What follows belongs to an exercise in optimizing a design on an open flow for small area; a production flow would make more cautious choices.
In this exercise RTL edits were held to simulation tests only and were not proved equivalent to the original.

==> flow/design.v (outline; a module is shown in full before it is edited, if it fits) <==
// module gb_fa: 4 lines
// module gb_ha: 4 lines
// module gb_maj: 3 lines
// module gb_xor: 3 lines
// module gb_nor: 3 lines
// module gb_and: 3 lines
// module gb_inv: 3 lines
// module gaussian_blur: 1562 lines
module gaussian_blur #(
   parameter PIXEL_DEPTH = 8,
   parameter KERNEL_SIZE = 7,
   parameter PPC = 1
) (
   input bit clk,
   input bit rst_n,
   input logic [KERNEL_SIZE*(KERNEL_SIZE+PPC-1)*PIXEL_DEPTH-1:0] in_data,
   output logic [PIXEL_DEPTH-1:0] out_pixel
);
  // ...
==> flow/flow/run.sh <==
#!/bin/bash
# The standard layout, with two changes: the port buffers use the smallest buffer cell,
# and after placement resizing every logic cell goes back to drive strength 1.
set -euo pipefail
export BUFFER_PORTS_ARGS="-buffer_cell sky130_fd_sc_hd__buf_1"
export POST_RESIZE_TCL="$(pwd)/flow/downsize.tcl"
bash standard.sh > standard_flow.log 2>&1
==> flow/flow/downsize.tcl <==
# After placement resizing: put every logic cell back to its smallest drive strength.
# Later timing repair (after CTS and global routing) sizes up whatever needs it.
set db [ord::get_db]
set n 0
foreach inst [[ord::get_db_block] getInsts] {
  set m [[$inst getMaster] getName]
  if { [regexp {^(sky130_fd_sc_hd__[a-z0-9]+)_([0-9]+)$} $m -> base drv] && $drv > 1
       && ![string match "*clk*" $base] && ![string match "*tap*" $base]
       && ![string match "*dly*" $base] } {
    if { [$db findMaster ${base}_1] ne "NULL" } {
      replace_cell [$inst getName] ${base}_1
      incr n
    }
  }
}
puts "downsize: $n cells set to drive strength 1"
==> flow/standard.sh <==
#!/bin/bash
# synth_recipe.tcl (not shown) runs the flow's synth.tcl, then flattens the netlist and writes it again
# the make line also repeats each setting of config.mk as NAME=value (left out here)
make -C /OpenROAD-flow-scripts/flow DESIGN_CONFIG=/design/flow/config.mk WORK_HOME=/design/flow/orfs CLKGATE_MAP_FILE= SYNTH_SCRIPT=/design/flow/synth_recipe.tcl "${@:-finish}"
==> flow/config.mk <==
export PLATFORM = sky130hd
export DESIGN_NAME = gaussian_blur
export DESIGN_NICKNAME = gaussian_blur
export VERILOG_FILES = /design/flow/design.v
export SDC_FILE = /design/flow/constraint.sdc
export NUM_CORES = 4
export LEC_CHECK = 0
export CAP_MARGIN = 20
export CORE_MARGIN = 2
export CORE_UTILIZATION = 40
export CTS_BUF_LIST = sky130_fd_sc_hd__clkbuf_2
export CTS_CLUSTER_SIZE = 16
export SLEW_MARGIN = 20
export SYNTH_HIERARCHICAL = 1
export SYNTH_MINIMUM_KEEP_SIZE = 0
==> flow/constraint.sdc <==
create_clock -name core_clock -period 16.0 [get_ports {clk}]
set_input_delay 3.2000 -clock core_clock [delete_from_list [all_inputs] [get_ports {clk}]]
set_output_delay 3.2000 -clock core_clock [all_outputs]
set_load 0.01 [all_outputs]
==> summary.txt, run 1 <==
commonest cells after routing, fill and taps aside fa_1, buf_1, inv_1, ha_1, and2_1; Resized cells post-CTS 0; Largest cell class multi-input gates; post-layout min period 15.52 ns; status complete, no violations; Mapped Cells 546; top cells by area, synth fa_1, ha_1, dfxtp_1, inv_1, maj3_2; starting density of the core 0.408; number of buffers and inverters on the critical path 3; crit path launch in_data[73]; grt total ovfl 0; Wirelength per Cell 17.7 um; Core Util, Final 0.487; Syn-to-layout area delta 19.3%; Fmax 64.4 MHz; Met2 Wirelength 12,500 um; FF+latch area 160 sq um; mux cell area share after synthesis 0; Synth Register Bits 8; DP HPWL 23,500 um; max-slew violations 0; CTS max path bufs 2; Tcrit/Tclk final 0.970; M3 GR Usage 0.0159
==> run 2: changes to the inputs <==
--- a/flow/design.v
+++ b/flow/design.v
@@ -1259,309 +1259,309 @@
 gb_fa u_w433 (.a(w426), .b(w431), .c(w428), .s(w433), .co(w434));
 gb_fa u_w435 (.a(in_data[134]), .b(in_data[150]), .c(in_data[246]), .s(w435), .co(w436));
 gb_fa u_w437 (.a(in_data[262]), .b(w430), .c(w435), .s(w437), .co(w438));
 gb_fa u_w439 (.a(w432), .b(w437), .c(w434), .s(w439), .co(w440));
 gb_fa u_w441 (.a(in_data[135]), .b(in_data[151]), .c(in_data[247]), .s(w441), .co(w442));
 gb_fa u_w443 (.a(in_data[263]), .b(w436), .c(w441), .s(w443), .co(w444));
 gb_fa u_w445 (.a(w438), .b(w443), .c(w440), .s(w445), .co(w446));
 gb_fa u_w447 (.a(w442), .b(w444), .c(w446), .s(w447), .co(w448));
-gb_inv u_w449 (.a(w403), .y(w449));
-gb_inv u_w450 (.a(w409), .y(w450));
-gb_inv u_w451 (.a(w415), .y(w451));
-gb_inv u_w452 (.a(w421), .y(w452));
-gb_inv u_w453 (.a(w427), .y(w453));
-gb_inv u_w454 (.a(w433), .y(w454));
-gb_inv u_w455 (.a(w439), .y(w455));
-gb_inv u_w456 (.a(w445), .y(w456));
-gb_inv u_w457 (.a(w447), .y(w457));
-gb_inv u_w458 (.a(w448), .y(w458));
-gb_fa u_w459 (.a(in_data[16]), .b(in_data[32]), .c(in_data[112]), .s(w459), .co(w460));
-gb_fa u_w461 (.a(in_data[160]), .b(in_data[224]), .c(in_data[272]), .s(w461), .co(w462));
-gb_fa u_w463 (.a(in_data[352]), .b(in_data[368]), .c(w459), .s(w463), .co(w464));
-gb_fa u_w465 (.a(w461), .b(w449), .c(w463), .s(w465), .co(w466));
-gb_fa u_w467 (.a(in_data[17]), .b(in_data[33]), .c(in_data[113]), .s(w467), .co(w468));
-gb_fa u_w469 (.a(in_data[161]), .b(in_data[225]), .c(in_data[273]), .s(w469), .co(w470));
-gb_fa u_w471 (.a(in_data[353]), .b(in_data[369]), .c(w460), .s(w471), .co(w472));
-gb_fa u_w473 (.a(w462), .b(w467), .c(w469), .s(w473), .co(w474));
-gb_fa u_w475 (.a(w464), .b(w471), .c(w473), .s(w475), .co(w476));
-gb_fa u_w477 (.a(w247), .b(w450), .c(w466), .s(w477), .co(w478));
-gb_fa u_w479 (.a(w465), .b(w475), .c(w477), .s(w479), .co(w480));
-gb_fa u_w481 (.a(in_data[18]), .b(in_data[34]), .c(in_data[114]), .s(w481), .co(w482));
-gb_fa u_w483 (.a(in_data[162]), .b(in_data[226]), .c(in_data[274]), .s(w483), .co(w484));
-gb_fa u_w485 (.a(in_data[354]), .b(in_data[370]), .c(w468), .s(w485), .co(w486));
-gb_fa u_w487 (.a(w470), .b(w481), .c(w483), .s(w487), .co(w488));
-gb_fa u_w489 (.a(w355), .b(w472), .c(w474), .s(w489), .co(w490));
-gb_fa u_w491 (.a(w485), .b(w487), .c(w247), .s(w491), .co(w492));
-gb_fa u_w493 (.a(w476), .b(w489), .c(w491), .s(w493), .co(w494));
-gb_fa u_w495 (.a(w259), .b(w451), .c(w478), .s(w495), .co(w496));
-gb_fa u_w497 (.a(w493), .b(w480), .c(w495), .s(w497), .co(w498));
-gb_fa u_w499 (.a(in_data[19]), .b(in_data[35]), .c(in_data[115]), .s(w499), .co(w500));
-gb_fa u_w501 (.a(in_data[163]), .b(in_data[227]), .c(in_data[275]), .s(w501), .co(w502));
-gb_fa u_w503 (.a(in_data[355]), .b(in_data[371]), .c(in_data[80]), .s(w503), .co(w504));
-gb_fa u_w505 (.a(in_data[176]), .b(in_data[208]), .c(in_data[304]), .s(w505), .co(w506));
-gb_fa u_w507 (.a(w482), .b(w484), .c(w499), .s(w507), .co(w508));
-gb_fa u_w509 (.a(w501), .b(w503), .c(w505), .s(w509), .co(w510));
-gb_fa u_w511 (.a(w486), .b(w488), .c(w507), .s(w511), .co(w512));
-gb_fa u_w513 (.a(w509), .b(w361), .c(w490), .s(w513), .co(w514));
-gb_fa u_w515 (.a(w511), .b(w492), .c(w259), .s(w515), .co(w516));
-gb_fa u_w517 (.a(w513), .b(w273), .c(w494), .s(w517), .co(w518));
-gb_fa u_w519 (.a(w452), .b(w515), .c(w496), .s(w519), .co(w520));
-gb_fa u_w521 (.a(w517), .b(w498), .c(w519), .s(w521), .co(w522));
-gb_fa u_w523 (.a(in_data[20]), .b(in_data[36]), .c(in_data[116]), .s(w523), .co(w524));
-gb_fa u_w525 (.a(in_data[164]), .b(in_data[228]), .c(in_data[276]), .s(w525), .co(w526));
-gb_fa u_w527 (.a(in_data[356]), .b(in_data[372]), .c(in_data[81]), .s(w527), .co(w528));
-gb_fa u_w529 (.a(in_data[177]), .b(in_data[209]), .c(in_data[305]), .s(w529), .co(w530));
-gb_fa u_w531 (.a(w500), .b(w502), .c(w504), .s(w531), .co(w532));
-gb_fa u_w533 (.a(w506), .b(w523), .c(w525), .s(w533), .co(w534));
-gb_fa u_w535 (.a(w527), .b(w529), .c(w355), .s(w535), .co(w536));
-gb_fa u_w537 (.a(w403), .b(w508), .c(w510), .s(w537), .co(w538));
-gb_fa u_w539 (.a(w531), .b(w533), .c(w535), .s(w539), .co(w540));
-gb_fa u_w541 (.a(w512), .b(w537), .c(w367), .s(w541), .co(w542));
-gb_fa u_w543 (.a(w539), .b(w514), .c(w273), .s(w543), .co(w544));
-gb_fa u_w545 (.a(w516), .b(w541), .c(w287), .s(w545), .co(w546));
-gb_fa u_w547 (.a(w518), .b(w453), .c(w543), .s(w547), .co(w548));
-gb_fa u_w549 (.a(w520), .b(w545), .c(w547), .s(w549), .co(w550));
-gb_ha u_w551 (.a(w522), .b(w549), .s(w551), .co(w552));
-gb_fa u_w553 (.a(in_data[21]), .b(in_data[37]), .c(in_data[117]), .s(w553), .co(w554));
-gb_fa u_w555 (.a(in_data[165]), .b(in_data[229]), .c(in_data[277]), .s(w555), .co(w556));
-gb_fa u_w557 (.a(in_data[357]), .b(in_data[373]), .c(in_data[82]), .s(w557), .co(w558));
-gb_fa u_w559 (.a(in_data[178]), .b(in_data[210]), .c(in_data[306]), .s(w559), .co(w560));
-gb_fa u_w561 (.a(w524), .b(w526), .c(w528), .s(w561), .co(w562));
-gb_fa u_w563 (.a(w530), .b(w553), .c(w555), .s(w563), .co(w564));
-gb_fa u_w565 (.a(w557), .b(w559), .c(w532), .s(w565), .co(w566));
-gb_fa u_w567 (.a(w534), .b(w561), .c(w563), .s(w567), .co(w568));
-gb_fa u_w569 (.a(w536), .b(w361), .c(w409), .s(w569), .co(w570));
-gb_fa u_w571 (.a(w538), .b(w565), .c(w567), .s(w571), .co(w572));
-gb_fa u_w573 (.a(w540), .b(w569), .c(w571), .s(w573), .co(w574));
-gb_fa u_w575 (.a(w373), .b(w542), .c(w573), .s(w575), .co(w576));
-gb_fa u_w577 (.a(w287), .b(w544), .c(w575), .s(w577), .co(w578));
-gb_fa u_w579 (.a(w546), .b(w301), .c(w454), .s(w579), .co(w580));
-gb_fa u_w581 (.a(w548), .b(w577), .c(w579), .s(w581), .co(w582));
-gb_fa u_w583 (.a(w550), .b(w552), .c(w581), .s(w583), .co(w584));
-gb_fa u_w585 (.a(in_data[22]), .b(in_data[38]), .c(in_data[118]), .s(w585), .co(w586));
-gb_fa u_w587 (.a(in_data[166]), .b(in_data[230]), .c(in_data[278]), .s(w587), .co(w588));
-gb_fa u_w589 (.a(in_data[358]), .b(in_data[374]), .c(in_data[83]), .s(w589), .co(w590));
-gb_fa u_w591 (.a(in_data[179]), .b(in_data[211]), .c(in_data[307]), .s(w591), .co(w592));
-gb_fa u_w593 (.a(w554), .b(w556), .c(w558), .s(w593), .co(w594));
-gb_fa u_w595 (.a(w560), .b(w585), .c(w587), .s(w595), .co(w596));
-gb_fa u_w597 (.a(w589), .b(w591), .c(w562), .s(w597), .co(w598));
-gb_fa u_w599 (.a(w564), .b(w593), .c(w595), .s(w599), .co(w600));
-gb_fa u_w601 (.a(w566), .b(w597), .c(w568), .s(w601), .co(w602));
-gb_fa u_w603 (.a(w599), .b(w570), .c(w367), .s(w603), .co(w604));
-gb_fa u_w605 (.a(w415), .b(w572), .c(w601), .s(w605), .co(w606));
-gb_fa u_w607 (.a(w603), .b(w574), .c(w605), .s(w607), .co(w608));
-gb_fa u_w609 (.a(w379), .b(w576), .c(w607), .s(w609), .co(w610));
-gb_fa u_w611 (.a(w301), .b(w578), .c(w609), .s(w611), .co(w612));
-gb_fa u_w613 (.a(w315), .b(w455), .c(w580), .s(w613), .co(w614));
-gb_fa u_w615 (.a(w611), .b(w582), .c(w613), .s(w615), .co(w616));
-gb_ha u_w617 (.a(w615), .b(w584), .s(w617), .co(w618));
-gb_fa u_w619 (.a(in_data[23]), .b(in_data[39]), .c(in_data[119]), .s(w619), .co(w620));
-gb_fa u_w621 (.a(in_data[167]), .b(in_data[231]), .c(in_data[279]), .s(w621), .co(w622));
-gb_fa u_w623 (.a(in_data[359]), .b(in_data[375]), .c(in_data[84]), .s(w623), .co(w624));
-gb_fa u_w625 (.a(in_data[180]), .b(in_data[212]), .c(in_data[308]), .s(w625), .co(w626));
-gb_fa u_w627 (.a(w586), .b(w588), .c(w590), .s(w627), .co(w628));
-gb_fa u_w629 (.a(w592), .b(w619), .c(w621), .s(w629), .co(w630));
-gb_fa u_w631 (.a(w623), .b(w625), .c(w594), .s(w631), .co(w632));
-gb_fa u_w633 (.a(w596), .b(w627), .c(w629), .s(w633), .co(w634));
-gb_fa u_w635 (.a(w598), .b(w631), .c(w600), .s(w635), .co(w636));
-gb_fa u_w637 (.a(w633), .b(w602), .c(w635), .s(w637), .co(w638));
-gb_fa u_w639 (.a(w373), .b(w421), .c(w604), .s(w639), .co(w640));
-gb_fa u_w641 (.a(w606), .b(w637), .c(w639), .s(w641), .co(w642));
-gb_fa u_w643 (.a(w608), .b(w385), .c(w641), .s(w643), .co(w644));
-gb_fa u_w645 (.a(w610), .b(w315), .c(w643), .s(w645), .co(w646));
-gb_fa u_w647 (.a(w612), .b(w329), .c(w456), .s(w647), .co(w648));
-gb_fa u_w649 (.a(w614), .b(w645), .c(w616), .s(w649), .co(w650));
-gb_fa u_w651 (.a(w647), .b(w618), .c(w649), .s(w651), .co(w652));
-gb_fa u_w653 (.a(in_data[85]), .b(in_data[181]), .c(in_data[213]), .s(w653), .co(w654));
-gb_fa u_w655 (.a(in_data[309]), .b(w620), .c(w622), .s(w655), .co(w656));
-gb_fa u_w657 (.a(w624), .b(w626), .c(w653), .s(w657), .co(w658));
-gb_fa u_w659 (.a(w628), .b(w630), .c(w655), .s(w659), .co(w660));
-gb_fa u_w661 (.a(w657), .b(w632), .c(w634), .s(w661), .co(w662));
-gb_fa u_w663 (.a(w659), .b(w636), .c(w661), .s(w663), .co(w664));
-gb_fa u_w665 (.a(w638), .b(w663), .c(w379), .s(w665), .co(w666));
-gb_fa u_w667 (.a(w427), .b(w640), .c(w642), .s(w667), .co(w668));
-gb_fa u_w669 (.a(w665), .b(w391), .c(w644), .s(w669), .co(w670));
-gb_fa u_w671 (.a(w667), .b(w329), .c(w646), .s(w671), .co(w672));
-gb_fa u_w673 (.a(w669), .b(w343), .c(w457), .s(w673), .co(w674));
-gb_fa u_w675 (.a(w648), .b(w671), .c(w673), .s(w675), .co(w676));
-gb_fa u_w677 (.a(w650), .b(w675), .c(w652), .s(w677), .co(w678));
-gb_fa u_w679 (.a(in_data[86]), .b(in_data[182]), .c(in_data[214]), .s(w679), .co(w680));
-gb_fa u_w681 (.a(in_data[310]), .b(w654), .c(w679), .s(w681), .co(w682));
-gb_fa u_w683 (.a(w656), .b(w658), .c(w681), .s(w683), .co(w684));
-gb_fa u_w685 (.a(w660), .b(w683), .c(w662), .s(w685), .co(w686));
-gb_fa u_w687 (.a(w664), .b(w685), .c(w385), .s(w687), .co(w688));
-gb_fa u_w689 (.a(w433), .b(w666), .c(w668), .s(w689), .co(w690));
-gb_fa u_w691 (.a(w687), .b(w397), .c(w670), .s(w691), .co(w692));
-gb_fa u_w693 (.a(w689), .b(w458), .c(w343), .s(w693), .co(w694));
-gb_fa u_w695 (.a(w672), .b(w691), .c(w349), .s(w695), .co(w696));
-gb_fa u_w697 (.a(w674), .b(w693), .c(w695), .s(w697), .co(w698));
-gb_fa u_w699 (.a(w676), .b(w697), .c(w678), .s(w699), .co(w700));
+gb_fa u_w449 (.a(in_data[16]), .b(in_data[32]), .c(in_data[112]), .s(w449), .co(w450));
+gb_fa u_w451 (.a(in_data[160]), .b(in_data[224]), .c(in_data[272]), .s(w451), .co(w452));
+gb_fa u_w453 (.a(in_data[352]), .b(in_data[368]), .c(w449), .s(w453), .co(w454));
+gb_inv u_w455 (.a(w403), .y(w455));
+gb_fa u_w456 (.a(w451), .b(w455), .c(w453), .s(w456), .co(w457));
+gb_fa u_w458 (.a(in_data[17]), .b(in_data[33]), .c(in_data[113]), .s(w458), .co(w459));
+gb_fa u_w460 (.a(in_data[161]), .b(in_data[225]), .c(in_data[273]), .s(w460), .co(w461));
+gb_fa u_w462 (.a(in_data[353]), .b(in_data[369]), .c(w450), .s(w462), .co(w463));
+gb_fa u_w464 (.a(w452), .b(w458), .c(w460), .s(w464), .co(w465));
+gb_fa u_w466 (.a(w454), .b(w462), .c(w464), .s(w466), .co(w467));
+gb_fa u_w468 (.a(w247), .b(w457), .c(w456), .s(w468), .co(w469));
+gb_inv u_w470 (.a(w409), .y(w470));
+gb_fa u_w471 (.a(w470), .b(w466), .c(w468), .s(w471), .co(w472));
+gb_fa u_w473 (.a(in_data[18]), .b(in_data[34]), .c(in_data[114]), .s(w473), .co(w474));
+gb_fa u_w475 (.a(in_data[162]), .b(in_data[226]), .c(in_data[274]), .s(w475), .co(w476));
+gb_fa u_w477 (.a(in_data[354]), .b(in_data[370]), .c(w459), .s(w477), .co(w478));
+gb_fa u_w479 (.a(w461), .b(w473), .c(w475), .s(w479), .co(w480));
+gb_fa u_w481 (.a(w355), .b(w463), .c(w465), .s(w481), .co(w482));
+gb_fa u_w483 (.a(w477), .b(w479), .c(w247), .s(w483), .co(w484));
+gb_fa u_w485 (.a(w467), .b(w481), .c(w483), .s(w485), .co(w486));
+gb_fa u_w487 (.a(w259), .b(w469), .c(w485), .s(w487), .co(w488));
+gb_inv u_w489 (.a(w415), .y(w489));
+gb_fa u_w490 (.a(w489), .b(w472), .c(w487), .s(w490), .co(w491));
+gb_fa u_w492 (.a(in_data[19]), .b(in_data[35]), .c(in_data[115]), .s(w492), .co(w493));
+gb_fa u_w494 (.a(in_data[163]), .b(in_data[227]), .c(in_data[275]), .s(w494), .co(w495));
+gb_fa u_w496 (.a(in_data[355]), .b(in_data[371]), .c(in_data[80]), .s(w496), .co(w497));
+gb_fa u_w498 (.a(in_data[176]), .b(in_data[208]), .c(in_data[304]), .s(w498), .co(w499));
+gb_fa u_w500 (.a(w474), .b(w476), .c(w492), .s(w500), .co(w501));
+gb_fa u_w502 (.a(w494), .b(w496), .c(w498), .s(w502), .co(w503));
+gb_fa u_w504 (.a(w478), .b(w480), .c(w500), .s(w504), .co(w505));
+gb_fa u_w506 (.a(w502), .b(w361), .c(w482), .s(w506), .co(w507));
+gb_fa u_w508 (.a(w504), .b(w484), .c(w259), .s(w508), .co(w509));
+gb_fa u_w510 (.a(w506), .b(w273), .c(w486), .s(w510), .co(w511));
+gb_fa u_w512 (.a(w508), .b(w488), .c(w510), .s(w512), .co(w513));
+gb_inv u_w514 (.a(w421), .y(w514));
+gb_fa u_w515 (.a(w514), .b(w491), .c(w512), .s(w515), .co(w516));
+gb_fa u_w517 (.a(in_data[20]), .b(in_data[36]), .c(in_data[116]), .s(w517), .co(w518));
+gb_fa u_w519 (.a(in_data[164]), .b(in_data[228]), .c(in_data[276]), .s(w519), .co(w520));
+gb_fa u_w521 (.a(in_data[356]), .b(in_data[372]), .c(in_data[81]), .s(w521), .co(w522));
+gb_fa u_w523 (.a(in_data[177]), .b(in_data[209]), .c(in_data[305]), .s(w523), .co(w524));
+gb_fa u_w525 (.a(w493), .b(w495), .c(w497), .s(w525), .co(w526));
+gb_fa u_w527 (.a(w499), .b(w517), .c(w519), .s(w527), .co(w528));
+gb_fa u_w529 (.a(w521), .b(w523), .c(w355), .s(w529), .co(w530));
+gb_fa u_w531 (.a(w403), .b(w501), .c(w503), .s(w531), .co(w532));
+gb_fa u_w533 (.a(w525), .b(w527), .c(w529), .s(w533), .co(w534));
+gb_fa u_w535 (.a(w505), .b(w531), .c(w367), .s(w535), .co(w536));
+gb_fa u_w537 (.a(w533), .b(w507), .c(w273), .s(w537), .co(w538));
+gb_fa u_w539 (.a(w509), .b(w535), .c(w287), .s(w539), .co(w540));
+gb_fa u_w541 (.a(w511), .b(w537), .c(w513), .s(w541), .co(w542));
+gb_fa u_w543 (.a(w539), .b(w516), .c(w541), .s(w543), .co(w544));
+gb_inv u_w545 (.a(w427), .y(w545));
+gb_ha u_w546 (.a(w545), .b(w543), .s(w546), .co(w547));
+gb_fa u_w548 (.a(in_data[21]), .b(in_data[37]), .c(in_data[117]), .s(w548), .co(w549));
+gb_fa u_w550 (.a(in_data[165]), .b(in_data[229]), .c(in_data[277]), .s(w550), .co(w551));
+gb_fa u_w552 (.a(in_data[357]), .b(in_data[373]), .c(in_data[82]), .s(w552), .co(w553));
+gb_fa u_w554 (.a(in_data[178]), .b(in_data[210]), .c(in_data[306]), .s(w554), .co(w555));
+gb_fa u_w556 (.a(w518), .b(w520), .c(w522), .s(w556), .co(w557));
+gb_fa u_w558 (.a(w524), .b(w548), .c(w550), .s(w558), .co(w559));
+gb_fa u_w560 (.a(w552), .b(w554), .c(w526), .s(w560), .co(w561));
+gb_fa u_w562 (.a(w528), .b(w556), .c(w558), .s(w562), .co(w563));
+gb_fa u_w564 (.a(w530), .b(w361), .c(w409), .s(w564), .co(w565));
+gb_fa u_w566 (.a(w532), .b(w560), .c(w562), .s(w566), .co(w567));
+gb_fa u_w568 (.a(w534), .b(w564), .c(w566), .s(w568), .co(w569));
+gb_fa u_w570 (.a(w373), .b(w536), .c(w568), .s(w570), .co(w571));
+gb_fa u_w572 (.a(w287), .b(w538), .c(w570), .s(w572), .co(w573));
+gb_fa u_w574 (.a(w540), .b(w301), .c(w572), .s(w574), .co(w575));
+gb_fa u_w576 (.a(w542), .b(w574), .c(w544), .s(w576), .co(w577));
+gb_inv u_w578 (.a(w433), .y(w578));
+gb_fa u_w579 (.a(w578), .b(w547), .c(w576), .s(w579), .co(w580));
+gb_fa u_w581 (.a(in_data[22]), .b(in_data[38]), .c(in_data[118]), .s(w581), .co(w582));
+gb_fa u_w583 (.a(in_data[166]), .b(in_data[230]), .c(in_data[278]), .s(w583), .co(w584));
+gb_fa u_w585 (.a(in_data[358]), .b(in_data[374]), .c(in_data[83]), .s(w585), .co(w586));
+gb_fa u_w587 (.a(in_data[179]), .b(in_data[211]), .c(in_data[307]), .s(w587), .co(w588));
+gb_fa u_w589 (.a(w549), .b(w551), .c(w553), .s(w589), .co(w590));
+gb_fa u_w591 (.a(w555), .b(w581), .c(w583), .s(w591), .co(w592));
+gb_fa u_w593 (.a(w585), .b(w587), .c(w557), .s(w593), .co(w594));
+gb_fa u_w595 (.a(w559), .b(w589), .c(w591), .s(w595), .co(w596));
+gb_fa u_w597 (.a(w561), .b(w593), .c(w563), .s(w597), .co(w598));
+gb_fa u_w599 (.a(w595), .b(w565), .c(w367), .s(w599), .co(w600));
+gb_fa u_w601 (.a(w415), .b(w567), .c(w597), .s(w601), .co(w602));
+gb_fa u_w603 (.a(w599), .b(w569), .c(w601), .s(w603), .co(w604));
+gb_fa u_w605 (.a(w379), .b(w571), .c(w603), .s(w605), .co(w606));
+gb_fa u_w607 (.a(w301), .b(w573), .c(w605), .s(w607), .co(w608));
+gb_fa u_w609 (.a(w315), .b(w575), .c(w607), .s(w609), .co(w610));
+gb_fa u_w611 (.a(w609), .b(w577), .c(w580), .s(w611), .co(w612));
+gb_inv u_w613 (.a(w439), .y(w613));
+gb_ha u_w614 (.a(w613), .b(w611), .s(w614), .co(w615));
+gb_fa u_w616 (.a(in_data[23]), .b(in_data[39]), .c(in_data[119]), .s(w616), .co(w617));
+gb_fa u_w618 (.a(in_data[167]), .b(in_data[231]), .c(in_data[279]), .s(w618), .co(w619));
+gb_fa u_w620 (.a(in_data[359]), .b(in_data[375]), .c(in_data[84]), .s(w620), .co(w621));
+gb_fa u_w622 (.a(in_data[180]), .b(in_data[212]), .c(in_data[308]), .s(w622), .co(w623));
+gb_fa u_w624 (.a(w582), .b(w584), .c(w586), .s(w624), .co(w625));
+gb_fa u_w626 (.a(w588), .b(w616), .c(w618), .s(w626), .co(w627));
+gb_fa u_w628 (.a(w620), .b(w622), .c(w590), .s(w628), .co(w629));
+gb_fa u_w630 (.a(w592), .b(w624), .c(w626), .s(w630), .co(w631));
+gb_fa u_w632 (.a(w594), .b(w628), .c(w596), .s(w632), .co(w633));
+gb_fa u_w634 (.a(w630), .b(w598), .c(w632), .s(w634), .co(w635));
+gb_fa u_w636 (.a(w373), .b(w421), .c(w600), .s(w636), .co(w637));
+gb_fa u_w638 (.a(w602), .b(w634), .c(w636), .s(w638), .co(w639));
+gb_fa u_w640 (.a(w604), .b(w385), .c(w638), .s(w640), .co(w641));
+gb_fa u_w642 (.a(w606), .b(w315), .c(w640), .s(w642), .co(w643));
+gb_fa u_w644 (.a(w608), .b(w329), .c(w642), .s(w644), .co(w645));
+gb_fa u_w646 (.a(w610), .b(w644), .c(w612), .s(w646), .co(w647));
+gb_inv u_w648 (.a(w445), .y(w648));
+gb_fa u_w649 (.a(w648), .b(w615), .c(w646), .s(w649), .co(w650));
+gb_fa u_w651 (.a(in_data[85]), .b(in_data[181]), .c(in_data[213]), .s(w651), .co(w652));
+gb_fa u_w653 (.a(in_data[309]), .b(w617), .c(w619), .s(w653), .co(w654));
+gb_fa u_w655 (.a(w621), .b(w623), .c(w651), .s(w655), .co(w656));
+gb_fa u_w657 (.a(w625), .b(w627), .c(w653), .s(w657), .co(w658));
+gb_fa u_w659 (.a(w655), .b(w629), .c(w631), .s(w659), .co(w660));
+gb_fa u_w661 (.a(w657), .b(w633), .c(w659), .s(w661), .co(w662));
+gb_fa u_w663 (.a(w635), .b(w661), .c(w379), .s(w663), .co(w664));
+gb_fa u_w665 (.a(w427), .b(w637), .c(w639), .s(w665), .co(w666));
+gb_fa u_w667 (.a(w663), .b(w391), .c(w641), .s(w667), .co(w668));
+gb_fa u_w669 (.a(w665), .b(w329), .c(w643), .s(w669), .co(w670));
+gb_fa u_w671 (.a(w667), .b(w343), .c(w669), .s(w671), .co(w672));
+gb_fa u_w673 (.a(w645), .b(w671), .c(w647), .s(w673), .co(w674));
+gb_inv u_w675 (.a(w447), .y(w675));
+gb_fa u_w676 (.a(w675), .b(w650), .c(w673), .s(w676), .co(w677));
+gb_fa u_w678 (.a(in_data[86]), .b(in_data[182]), .c(in_data[214]), .s(w678), .co(w679));
+gb_fa u_w680 (.a(in_data[310]), .b(w652), .c(w678), .s(w680), .co(w681));
+gb_fa u_w682 (.a(w654), .b(w656), .c(w680), .s(w682), .co(w683));
+gb_fa u_w684 (.a(w658), .b(w682), .c(w660), .s(w684), .co(w685));
+gb_fa u_w686 (.a(w662), .b(w684), .c(w385), .s(w686), .co(w687));
+gb_fa u_w688 (.a(w433), .b(w664), .c(w666), .s(w688), .co(w689));
+gb_fa u_w690 (.a(w686), .b(w397), .c(w668), .s(w690), .co(w691));
+gb_fa u_w692 (.a(w688), .b(w343), .c(w670), .s(w692), .co(w693));
+gb_fa u_w694 (.a(w690), .b(w349), .c(w672), .s(w694), .co(w695));
+gb_fa u_w696 (.a(w692), .b(w694), .c(w674), .s(w696), .co(w697));
+gb_inv u_w698 (.a(w448), .y(w698));
+gb_fa u_w699 (.a(w698), .b(w677), .c(w696), .s(w699), .co(w700));
 gb_xor u_w701 (.a(in_data[87]), .b(in_data[183]), .y(w701));
 gb_nor u_w702 (.a(in_data[87]), .b(in_data[183]), .y(w702));
-gb_fa u_w703 (.a(in_data[215]), .b(in_data[311]), .c(w680), .s(w703), .co(w704));
-gb_fa u_w705 (.a(w682), .b(w703), .c(w684), .s(w705), .co(w706));
-gb_fa u_w707 (.a(w705), .b(w686), .c(w391), .s(w707), .co(w708));
-gb_fa u_w709 (.a(w439), .b(w688), .c(w690), .s(w709), .co(w710));
+gb_fa u_w703 (.a(in_data[215]), .b(in_data[311]), .c(w679), .s(w703), .co(w704));
+gb_fa u_w705 (.a(w681), .b(w703), .c(w683), .s(w705), .co(w706));
+gb_fa u_w707 (.a(w705), .b(w685), .c(w391), .s(w707), .co(w708));
+gb_fa u_w709 (.a(w439), .b(w687), .c(w689), .s(w709), .co(w710));
 gb_fa u_w711 (.a(w707), .b(w399), .c(w709), .s(w711), .co(w712));
-gb_fa u_w713 (.a(w692), .b(w349), .c(w694), .s(w713), .co(w714));
-gb_fa u_w715 (.a(w711), .b(w351), .c(w696), .s(w715), .co(w716));
-gb_fa u_w717 (.a(w713), .b(w698), .c(w715), .s(w717), .co(w718));
+gb_fa u_w713 (.a(w691), .b(w349), .c(w711), .s(w713), .co(w714));
+gb_fa u_w715 (.a(w693), .b(w351), .c(w713), .s(w715), .co(w716));
+gb_fa u_w717 (.a(w695), .b(w715), .c(w697), .s(w717), .co(w718));
 gb_inv u_w719 (.a(w701), .y(w719));
-gb_fa u_w720 (.a(w719), .b(w717), .c(w700), .s(w720), .co(w721));
+gb_fa u_w720 (.a(w719), .b(w700), .c(w717), .s(w720), .co(w721));
 gb_fa u_w722 (.a(w704), .b(w706), .c(w397), .s(w722), .co(w723));
 gb_fa u_w724 (.a(w445), .b(w708), .c(w400), .s(w724), .co(w725));
 gb_fa u_w726 (.a(w710), .b(w722), .c(w724), .s(w726), .co(w727));
 gb_fa u_w728 (.a(w712), .b(w352), .c(w351), .s(w728), .co(w729));
-gb_fa u_w730 (.a(w726), .b(w714), .c(w716), .s(w730), .co(w731));
-gb_fa u_w732 (.a(w728), .b(w718), .c(w730), .s(w732), .co(w733));
+gb_fa u_w730 (.a(w726), .b(w714), .c(w728), .s(w730), .co(w731));
+gb_fa u_w732 (.a(w716), .b(w730), .c(w718), .s(w732), .co(w733));
 gb_inv u_w734 (.a(w702), .y(w734));
-gb_fa u_w735 (.a(w734), .b(w732), .c(w721), .s(w735), .co(w736));
+gb_fa u_w735 (.a(w734), .b(w721), .c(w732), .s(w735), .co(w736));
 gb_fa u_w737 (.a(w399), .b(w447), .c(w723), .s(w737), .co(w738));
 gb_fa u_w739 (.a(w725), .b(w737), .c(w352), .s(w739), .co(w740));
 gb_fa u_w741 (.a(w727), .b(w729), .c(w739), .s(w741), .co(w742));
 gb_fa u_w743 (.a(w731), .b(w741), .c(w733), .s(w743), .co(w744));
-gb_fa u_w745 (.a(w743), .b(w736), .c(w735), .s(w745), .co(w746));
+gb_fa u_w745 (.a(w736), .b(w743), .c(w735), .s(w745), .co(w746));
 gb_xor u_w747 (.a(w400), .b(w448), .y(w747));
 gb_nor u_w748 (.a(w400), .b(w448), .y(w748));
 gb_fa u_w749 (.a(w738), .b(w740), .c(w742), .s(w749), .co(w750));
 gb_fa u_w751 (.a(w749), .b(w744), .c(w746), .s(w751), .co(w752));
 gb_inv u_w753 (.a(w747), .y(w753));
 gb_fa u_w754 (.a(w753), .b(w745), .c(w751), .s(w754), .co(w755));
 gb_xor u_w756 (.a(w750), .b(w752), .y(w756));
 gb_nor u_w757 (.a(w750), .b(w752), .y(w757));
 gb_inv u_w758 (.a(w755), .y(w758));
 gb_fa u_w759 (.a(w748), .b(w756), .c(w758), .s(w759), .co(w760));
 gb_xor u_w761 (.a(w757), .b(w760), .y(w761));
 gb_fa u_w763 (.a(in_data[0]), .b(in_data[48]), .c(in_data[336]), .s(w763), .co(w764));
-gb_fa u_w765 (.a(in_data[384]), .b(w763), .c(w465), .s(w765), .co(w766));
+gb_fa u_w765 (.a(in_data[384]), .b(w763), .c(w456), .s(w765), .co(w766));
 gb_fa u_w767 (.a(in_data[1]), .b(in_data[49]), .c(in_data[337]), .s(w767), .co(w768));
 gb_fa u_w769 (.a(in_data[385]), .b(w764), .c(w767), .s(w769), .co(w770));
 gb_fa u_w771 (.a(w769), .b(w7), .c(w766), .s(w771), .co(w772));
-gb_inv u_w773 (.a(w479), .y(w773));
+gb_inv u_w773 (.a(w471), .y(w773));
 gb_maj u_w775 (.a(w765), .b(w771), .c(w773), .y(w775));
 gb_fa u_w776 (.a(in_data[2]), .b(in_data[50]), .c(in_data[338]), .s(w776), .co(w777));
 gb_fa u_w778 (.a(in_data[386]), .b(w768), .c(w776), .s(w778), .co(w779));
 gb_fa u_w780 (.a(w115), .b(w163), .c(w770), .s(w780), .co(w781));
 gb_fa u_w782 (.a(w778), .b(w7), .c(w780), .s(w782), .co(w783));
 gb_fa u_w784 (.a(w19), .b(w782), .c(w772), .s(w784), .co(w785));
-gb_inv u_w786 (.a(w497), .y(w786));
+gb_inv u_w786 (.a(w490), .y(w786));
 gb_maj u_w788 (.a(w784), .b(w775), .c(w786), .y(w788));
 gb_fa u_w789 (.a(in_data[3]), .b(in_data[51]), .c(in_data[339]), .s(w789), .co(w790));
 gb_fa u_w791 (.a(in_data[387]), .b(w777), .c(w789), .s(w791), .co(w792));
 gb_fa u_w793 (.a(w779), .b(w791), .c(w121), .s(w793), .co(w794));
 gb_fa u_w795 (.a(w169), .b(w781), .c(w793), .s(w795), .co(w796));
 gb_fa u_w797 (.a(w19), .b(w783), .c(w33), .s(w797), .co(w798));
 gb_fa u_w799 (.a(w795), .b(w797), .c(w785), .s(w799), .co(w800));
-gb_inv u_w801 (.a(w521), .y(w801));
+gb_inv u_w801 (.a(w515), .y(w801));
 gb_maj u_w803 (.a(w799), .b(w788), .c(w801), .y(w803));
 gb_fa u_w804 (.a(in_data[4]), .b(in_data[52]), .c(in_data[340]), .s(w804), .co(w805));
 gb_fa u_w806 (.a(in_data[388]), .b(w790), .c(w804), .s(w806), .co(w807));
 gb_fa u_w808 (.a(w163), .b(w792), .c(w806), .s(w808), .co(w809));
 gb_fa u_w810 (.a(w808), .b(w794), .c(w127), .s(w810), .co(w811));
 gb_fa u_w812 (.a(w177), .b(w33), .c(w796), .s(w812), .co(w813));
 gb_fa u_w814 (.a(w810), .b(w47), .c(w798), .s(w814), .co(w815));
 gb_fa u_w816 (.a(w812), .b(w814), .c(w800), .s(w816), .co(w817));
-gb_inv u_w818 (.a(w465), .y(w818));
+gb_inv u_w818 (.a(w456), .y(w818));
 gb_fa u_w819 (.a(w818), .b(w816), .c(w803), .s(w819), .co(w820));
-gb_inv u_w821 (.a(w551), .y(w821));
+gb_inv u_w821 (.a(w546), .y(w821));
 gb_and u_w822 (.a(w821), .b(w819), .y(w822));
 gb_fa u_w823 (.a(in_data[5]), .b(in_data[53]), .c(in_data[341]), .s(w823), .co(w824));
 gb_fa u_w825 (.a(in_data[389]), .b(w805), .c(w823), .s(w825), .co(w826));
 gb_fa u_w827 (.a(w115), .b(w807), .c(w825), .s(w827), .co(w828));
 gb_fa u_w829 (.a(w169), .b(w809), .c(w827), .s(w829), .co(w830));
 gb_fa u_w831 (.a(w829), .b(w133), .c(w185), .s(w831), .co(w832));
-gb_fa u_w833 (.a(w811), .b(w479), .c(w47), .s(w833), .co(w834));
+gb_fa u_w833 (.a(w811), .b(w471), .c(w47), .s(w833), .co(w834));
 gb_fa u_w835 (.a(w813), .b(w831), .c(w815), .s(w835), .co(w836));
 gb_fa u_w837 (.a(w61), .b(w833), .c(w835), .s(w837), .co(w838));
 gb_fa u_w839 (.a(w817), .b(w837), .c(w820), .s(w839), .co(w840));
-gb_inv u_w841 (.a(w583), .y(w841));
-gb_maj u_w843 (.a(w822), .b(w841), .c(w839), .y(w843));
+gb_inv u_w841 (.a(w579), .y(w841));
+gb_maj u_w843 (.a(w822), .b(w839), .c(w841), .y(w843));
 gb_fa u_w844 (.a(in_data[6]), .b(in_data[54]), .c(in_data[342]), .s(w844), .co(w845));
 gb_fa u_w846 (.a(in_data[390]), .b(w824), .c(w844), .s(w846), .co(w847));
 gb_fa u_w848 (.a(w826), .b(w846), .c(w121), .s(w848), .co(w849));
 gb_fa u_w850 (.a(w828), .b(w177), .c(w848), .s(w850), .co(w851));
 gb_fa u_w852 (.a(w830), .b(w850), .c(w195), .s(w852), .co(w853));
 gb_fa u_w854 (.a(w139), .b(w832), .c(w852), .s(w854), .co(w855));
-gb_fa u_w856 (.a(w497), .b(w834), .c(w61), .s(w856), .co(w857));
+gb_fa u_w856 (.a(w834), .b(w61), .c(w490), .s(w856), .co(w857));
 gb_fa u_w858 (.a(w854), .b(w836), .c(w75), .s(w858), .co(w859));
 gb_fa u_w860 (.a(w856), .b(w838), .c(w858), .s(w860), .co(w861));
 gb_fa u_w862 (.a(w860), .b(w840), .c(w843), .s(w862), .co(w863));
-gb_inv u_w864 (.a(w617), .y(w864));
+gb_inv u_w864 (.a(w614), .y(w864));
 gb_and u_w865 (.a(w864), .b(w862), .y(w865));
 gb_fa u_w866 (.a(in_data[7]), .b(in_data[55]), .c(in_data[343]), .s(w866), .co(w867));
 gb_fa u_w868 (.a(in_data[391]), .b(w845), .c(w866), .s(w868), .co(w869));
 gb_fa u_w870 (.a(w847), .b(w868), .c(w849), .s(w870), .co(w871));
 gb_fa u_w872 (.a(w127), .b(w185), .c(w870), .s(w872), .co(w873));
 gb_fa u_w874 (.a(w851), .b(w872), .c(w853), .s(w874), .co(w875));
 gb_fa u_w876 (.a(w205), .b(w145), .c(w855), .s(w876), .co(w877));
-gb_fa u_w878 (.a(w874), .b(w521), .c(w75), .s(w878), .co(w879));
-gb_fa u_w880 (.a(w857), .b(w876), .c(w89), .s(w880), .co(w881));
+gb_fa u_w878 (.a(w874), .b(w75), .c(w857), .s(w878), .co(w879));
+gb_fa u_w880 (.a(w515), .b(w876), .c(w89), .s(w880), .co(w881));
 gb_fa u_w882 (.a(w859), .b(w878), .c(w880), .s(w882), .co(w883));
 gb_fa u_w884 (.a(w861), .b(w882), .c(w863), .s(w884), .co(w885));
-gb_inv u_w886 (.a(w651), .y(w886));
-gb_maj u_w888 (.a(w886), .b(w865), .c(w884), .y(w888));
+gb_inv u_w886 (.a(w649), .y(w886));
+gb_maj u_w888 (.a(w865), .b(w884), .c(w886), .y(w888));
 gb_fa u_w889 (.a(w867), .b(w869), .c(w871), .s(w889), .co(w890));
 gb_fa u_w891 (.a(w133), .b(w195), .c(w873), .s(w891), .co(w892));
 gb_fa u_w893 (.a(w889), .b(w891), .c(w875), .s(w893), .co(w894));
 gb_fa u_w895 (.a(w215), .b(w151), .c(w877), .s(w895), .co(w896));
 gb_fa u_w897 (.a(w893), .b(w89), .c(w879), .s(w897), .co(w898));
-gb_fa u_w899 (.a(w551), .b(w895), .c(w103), .s(w899), .co(w900));
+gb_fa u_w899 (.a(w895), .b(w103), .c(w546), .s(w899), .co(w900));
 gb_fa u_w901 (.a(w881), .b(w897), .c(w883), .s(w901), .co(w902));
 gb_fa u_w903 (.a(w899), .b(w901), .c(w885), .s(w903), .co(w904));
-gb_inv u_w905 (.a(w677), .y(w905));
-gb_maj u_w907 (.a(w905), .b(w888), .c(w903), .y(w907));
+gb_inv u_w905 (.a(w676), .y(w905));
+gb_maj u_w907 (.a(w888), .b(w903), .c(w905), .y(w907));
 gb_fa u_w908 (.a(w890), .b(w139), .c(w205), .s(w908), .co(w909));
 gb_fa u_w910 (.a(w892), .b(w908), .c(w894), .s(w910), .co(w911));
 gb_fa u_w912 (.a(w225), .b(w157), .c(w896), .s(w912), .co(w913));
 gb_fa u_w914 (.a(w910), .b(w103), .c(w898), .s(w914), .co(w915));
-gb_fa u_w916 (.a(w583), .b(w912), .c(w109), .s(w916), .co(w917));
-gb_fa u_w918 (.a(w900), .b(w914), .c(w916), .s(w918), .co(w919));
-gb_fa u_w920 (.a(w902), .b(w918), .c(w904), .s(w920), .co(w921));
+gb_fa u_w916 (.a(w912), .b(w109), .c(w900), .s(w916), .co(w917));
+gb_fa u_w918 (.a(w579), .b(w914), .c(w902), .s(w918), .co(w919));
+gb_fa u_w920 (.a(w916), .b(w918), .c(w904), .s(w920), .co(w921));
 gb_inv u_w922 (.a(w699), .y(w922));
-gb_maj u_w924 (.a(w922), .b(w907), .c(w920), .y(w924));
+gb_maj u_w924 (.a(w907), .b(w920), .c(w922), .y(w924));
 gb_fa u_w925 (.a(w145), .b(w215), .c(w909), .s(w925), .co(w926));
 gb_fa u_w927 (.a(w925), .b(w911), .c(w231), .s(w927), .co(w928));
 gb_fa u_w929 (.a(w159), .b(w913), .c(w927), .s(w929), .co(w930));
-gb_fa u_w931 (.a(w617), .b(w109), .c(w915), .s(w931), .co(w932));
-gb_fa u_w933 (.a(w929), .b(w111), .c(w917), .s(w933), .co(w934));
-gb_fa u_w935 (.a(w931), .b(w919), .c(w933), .s(w935), .co(w936));
+gb_fa u_w931 (.a(w109), .b(w915), .c(w929), .s(w931), .co(w932));
+gb_fa u_w933 (.a(w111), .b(w917), .c(w931), .s(w933), .co(w934));
+gb_fa u_w935 (.a(w614), .b(w919), .c(w933), .s(w935), .co(w936));
 gb_fa u_w937 (.a(w935), .b(w921), .c(w924), .s(w937), .co(w938));
 gb_inv u_w939 (.a(w720), .y(w939));
 gb_and u_w940 (.a(w939), .b(w937), .y(w940));
 gb_fa u_w941 (.a(w151), .b(w225), .c(w926), .s(w941), .co(w942));
 gb_fa u_w943 (.a(w941), .b(w160), .c(w235), .s(w943), .co(w944));
 gb_fa u_w945 (.a(w928), .b(w943), .c(w930), .s(w945), .co(w946));
 gb_fa u_w947 (.a(w112), .b(w111), .c(w932), .s(w947), .co(w948));
-gb_fa u_w949 (.a(w651), .b(w945), .c(w934), .s(w949), .co(w950));
-gb_fa u_w951 (.a(w947), .b(w936), .c(w949), .s(w951), .co(w952));
+gb_fa u_w949 (.a(w945), .b(w934), .c(w947), .s(w949), .co(w950));
+gb_fa u_w951 (.a(w649), .b(w936), .c(w949), .s(w951), .co(w952));
 gb_fa u_w953 (.a(w951), .b(w735), .c(w938), .s(w953), .co(w954));
 gb_and u_w955 (.a(w940), .b(w953), .y(w955));
 gb_fa u_w956 (.a(w157), .b(w231), .c(w942), .s(w956), .co(w957));
 gb_fa u_w958 (.a(w956), .b(w237), .c(w944), .s(w958), .co(w959));
 gb_fa u_w960 (.a(w112), .b(w958), .c(w946), .s(w960), .co(w961));
-gb_fa u_w962 (.a(w948), .b(w677), .c(w960), .s(w962), .co(w963));
-gb_fa u_w964 (.a(w950), .b(w962), .c(w952), .s(w964), .co(w965));
+gb_fa u_w962 (.a(w948), .b(w960), .c(w950), .s(w962), .co(w963));
+gb_fa u_w964 (.a(w676), .b(w952), .c(w962), .s(w964), .co(w965));
 gb_fa u_w966 (.a(w964), .b(w745), .c(w954), .s(w966), .co(w967));
 gb_ha u_w968 (.a(w955), .b(w966), .s(w968), .co(w969));
 gb_fa u_w970 (.a(w159), .b(w235), .c(w957), .s(w970), .co(w971));
 gb_fa u_w972 (.a(w970), .b(w239), .c(w959), .s(w972), .co(w973));
-gb_fa u_w974 (.a(w972), .b(w961), .c(w699), .s(w974), .co(w975));
-gb_fa u_w976 (.a(w963), .b(w974), .c(w965), .s(w976), .co(w977));
+gb_fa u_w974 (.a(w972), .b(w961), .c(w963), .s(w974), .co(w975));
+gb_fa u_w976 (.a(w699), .b(w965), .c(w974), .s(w976), .co(w977));
 gb_fa u_w978 (.a(w976), .b(w967), .c(w969), .s(w978), .co(w979));
 gb_inv u_w980 (.a(w754), .y(w980));
 gb_ha u_w981 (.a(w980), .b(w978), .s(w981), .co(w982));
 gb_fa u_w983 (.a(w160), .b(w237), .c(w971), .s(w983), .co(w984));
 gb_fa u_w985 (.a(w240), .b(w983), .c(w973), .s(w985), .co(w986));
-gb_fa u_w987 (.a(w985), .b(w720), .c(w975), .s(w987), .co(w988));
-gb_fa u_w989 (.a(w987), .b(w977), .c(w759), .s(w989), .co(w990));
-gb_fa u_w991 (.a(w979), .b(w989), .c(w982), .s(w991), .co(w992));
+gb_fa u_w987 (.a(w985), .b(w975), .c(w720), .s(w987), .co(w988));
+gb_fa u_w989 (.a(w977), .b(w987), .c(w979), .s(w989), .co(w990));
+gb_fa u_w991 (.a(w982), .b(w759), .c(w989), .s(w991), .co(w992));
 gb_fa u_w993 (.a(w239), .b(w984), .c(w986), .s(w993), .co(w994));
-gb_fa u_w995 (.a(w993), .b(w988), .c(w761), .s(w995), .co(w996));
-gb_fa u_w997 (.a(w990), .b(w995), .c(w992), .s(w997), .co(w998));
+gb_fa u_w995 (.a(w993), .b(w988), .c(w990), .s(w995), .co(w996));
+gb_fa u_w997 (.a(w761), .b(w992), .c(w995), .s(w997), .co(w998));
 gb_inv u_w999 (.a(w735), .y(w999));
 gb_ha u_w1000 (.a(w999), .b(w997), .s(w1000), .co(w1001));
 gb_xor u_w1002 (.a(w240), .b(w994), .y(w1002));
 gb_nor u_w1003 (.a(w240), .b(w994), .y(w1003));
 gb_fa u_w1004 (.a(w996), .b(w998), .c(w1001), .s(w1004), .co(w1005));
 gb_inv u_w1006 (.a(w1004), .y(w1006));
 gb_fa u_w1007 (.a(w1002), .b(w745), .c(w1006), .s(w1007), .co(w1008));
 gb_xor u_w1009 (.a(w754), .b(w1005), .y(w1009));
==> flow/flow/run.sh (replaced) <==
#!/bin/bash
set -euo pipefail
export BUFFER_PORTS_ARGS="-buffer_cell sky130_fd_sc_hd__buf_1"
bash standard.sh > standard_flow.log 2>&1
==> flow/config.mk (replaced) <==
export PLATFORM = sky130hd
export DESIGN_NAME = gaussian_blur
export DESIGN_NICKNAME = gaussian_blur
export VERILOG_FILES = /design/flow/design.v
export SDC_FILE = /design/flow/constraint.sdc
export NUM_CORES = 4
export LEC_CHECK = 0
export CAP_MARGIN = 20
export CORE_MARGIN = 2
export CORE_UTILIZATION = 40
export CTS_BUF_LIST = sky130_fd_sc_hd__clkbuf_2
export SLEW_MARGIN = 20
export SYNTH_HIERARCHICAL = 1
export SYNTH_MINIMUM_KEEP_SIZE = 0
removed: flow/flow/downsize.tcl
==> run 2 against run 1 <==
Synthesized cell count did not move. Non-clock buffer count rose by 18. Worst hold slack improved by 0.034 ns. Utilization rose by 0.98 points. Design area rose by 2.0%. Sequential share of layout area barely moved. Die area did not move. Critical path type unchanged.
==> summary.txt, run 2 <==
max cap viols 0 (unchanged); DRC 0 (unchanged); Top reg by flops out_pixel (unchanged); first-pass GRT wire length 38,600 um (was 37,300 um); vias in the first global route 7,566 (was 7,288); CP Capture Type flop (unchanged); area share of the largest cell type after synthesis 0.920 (unchanged); starting density of the core 0.408 (unchanged); I/O Pins 402 (unchanged); Final Cell Area 0.0121 sq mm (was 0.0118 sq mm); Synth warnings 7 (unchanged); largest net degree at the start of global routing 9 (unchanged); Mapped Cells 546 (unchanged); max reg flops 8 (unchanged); CP startpoint kind input port (unchanged); top cells by area, synth fa_1, ha_1, dfxtp_1, inv_1, maj3_2 (unchanged); post-layout min period 15.91 ns (was 15.52 ns); commonest non-fill, non-tap cell in the layout fa_1 (unchanged); DRT iter0 DRCs 88 (was 110); total track usage 0.193 (was 0.186); synthesized netlist net count 1,418 (unchanged); grt total ovfl 0 (unchanged); die area 0.0261 sq mm (unchanged); final WL 23,100 um (was 22,600 um); core box area 0.0243 sq mm (unchanged); Synth Register Bits 8 (unchanged); Main synth FF type dfxtp_1 (unchanged); CTS buffer count 3 (unchanged); top cells by count, synth fa_1, inv_1, ha_1, dfxtp_1, xor2_1 (unchanged); Fmax 62.9 MHz (was 64.4 MHz); initial antenna violation count 0 (was 2); Worst Path Max Fanout 2 (unchanged); cell repeated most along the worst path fa_1 (unchanged); Hold WS 3.37 ns (was 3.33 ns); max-slew violations 0 (unchanged); CTS clk-pin slew, worst paths 0.08 ns (about the same); TritonCTS clock tree done (unchanged); worst min path class in2reg (unchanged); Core Util, Final 0.496 (was 0.487); number of buffers and inverters on the critical path 3 (unchanged); clk sink count 8 (unchanged); critical path data arrival time 16.04 ns (was 15.66 ns); setup TNS 0 ns (unchanged); RSZ-0062 raised after global routing true (was false); Syn-to-layout area delta 21.6% (was 19.3%); Seq/Total Area, Yosys 0.0161 (unchanged); Mean Syn Cell Area 18.2 sq um (unchanged); final number of hold-violating endpoints 0 (unchanged); status complete, no violations (unchanged); DP Cell Count 1,289 (was 1,272); Yosys top cell by area fa_1 (unchanged); DP HPWL 23,800 um (was 23,500 um); post-route setup slack 0.0939 ns (was 0.475 ns); Non-Filler Instances 1,293 (was 1,275); Tcrit/Tclk final 0.994 (was 0.970); CTS Root Cell clkbuf_2 (unchanged); share of cells above drive strength 1 0.0630 (was 0.00315); Hold Crit Depth 2 (unchanged); top-count cell post-synth fa_1 (unchanged); WS Path Type in2reg (unchanged); number of synthesized flops with an enable pin 0 (unchanged); Worst-Margin Slew 0.366 ns (was 0.363 ns); ant diodes 0 (unchanged); crit path launch in_data[277] (was in_data[73]); Hold Path Origin rst_n (unchanged); Vias/cell 4.53 (was 4.52); relative slew slack 0.755 (was 0.757); post-route ant nets 0 (unchanged); Crit path max-delay family adder cells (unchanged); CTS H-tree lvls 1 (unchanged); Die X 162 um (unchanged); Wirelength per Cell 17.8 um (was 17.7 um); Synth cell types 10 (unchanged); vias post-DR 5,860 (was 5,767); IO buf count 401 (unchanged); Mapped Area 0.00992 sq mm (unchanged); FILL cells 2,176 (was 2,208); Area after DPL 0.0120 sq mm (was 0.0118 sq mm); worst slack at placement -0.451 ns (was 0.115 ns); Slowest cell on crit path fa_1 (unchanged); worst path required time 16.13 ns (about the same); critical path depth in cells 35 (was 34); commonest cells after routing, fill and taps aside fa_1, buf_1, inv_1, fa_2, ha_1 (was fa_1, buf_1, inv_1, ha_1, and2_1); drt pass-1 iters 4 (unchanged); Max stage delay on crit path 0.58 ns (was 0.56 ns); row count 57 (unchanged); CTS max path bufs 2 (unchanged); Async S/R FF share, synth 0 (unchanged); Post-CTS Hold Fix Bufs 0 (unchanged); fin nets 1,843 (was 1,825); Final Setup Violations 0 (unchanged); Die Ht 162 um (unchanged); Final Wtd Congestion 0.944 (was 0.845); biggest regs out_pixel: 8 flops (unchanged)
run 2: cell counts after synthesis:
Identical to the previous run, type by type.
run 2: logic make-up after synthesis:
kind of cell,count (synthesis),share of synthesized area
XOR/XNOR,8,0.00706
flip-flops,8,0.0161
buffers and inverters,28,0.0106
AND/OR/NAND/NOR,17,0.0107
adder cells (fa/ha/maj),485,0.955
run 2: per-module statistics from Yosys, one instance, submodules excluded, a selection:
module | flops+latches | times used | area [sq um] | cells
gb_and | 0 | 4 | 6.26 | 1
gaussian_blur | 8 | 1 | 223 | 16
gb_xor | 0 | 8 | 8.76 | 1
gb_fa | 0 | 456 | 20.0 | 1
gb_nor | 0 | 5 | 3.75 | 1
gb_maj | 0 | 7 | 11.3 | 1
run 2: routing by layer:
metal	vias up	wire (um)	GRT usage
li1	2487	-	-
met1	3162	8960	0.267
met2	193	12700	0.348
met3	18	1090	0.0172
met4	0	273	0.0191
met5	-	0	0
run 2: area by class of cell:
cell class / count / area (sq um) / area share
multi-input cells: 510 / 9740 / 0.807
repair buffers: 420 / 1650 / 0.136
well taps: 324 / 405 / 0.0336
flip-flops and latches: 8 / 160 / 0.0133
clock buffers: 3 / 15.0 / 0.00124
inverters: 28 / 105 / 0.00871
run 2: final timing paths:
| kind | to | slack, ns |
|---|---|---|
| max | out_pixel[7]$_SDFF_PN0_ | 0.09 |
| min | out_pixel[1]$_SDFF_PN0_ | 3.37 |
run 2: what timing repair did:
item                                    in CTS  in global routing
resized for setup                            9                  2
endpoints found under the setup margin       1                  2
setup buffers                                1                  0
pin swaps                                    8                 10

==> port drivers added, routing unchanged <==
The results above use ideal ports. As a check the final layouts listed here were re-extracted and re-timed, cells and wires unchanged.
Step 1, drivers: a clkbuf_16 drives clk and a buf_2 each remaining input, both assumed.
Step 2 times the ports against the registers' clock, not the clock port: input delays grow and output delays shrink by t, the midpoint of the rising clock arrivals with the driver on.
a / b / c = ideal / step 1 / step 2; a / b = the first two.
run | t, ns | setup WS [ns] | worst hold slack (ns) | worst setup path after step 2
run 1 | 0.248 | 0.475 / 0.463 / 0.215 | 3.331 / 3.332 / 3.580 | input to register
run 2 | 0.248 | 0.094 / 0.084 / -0.164 | 3.365 / 3.368 / 3.616 | input to register
With both steps, setup timing fails in run 2, where it was met with ideal ports. For run 1, which loses most, drivers alone change the setup slack by -0.012 ns; drivers and shift together by -0.260 ns.
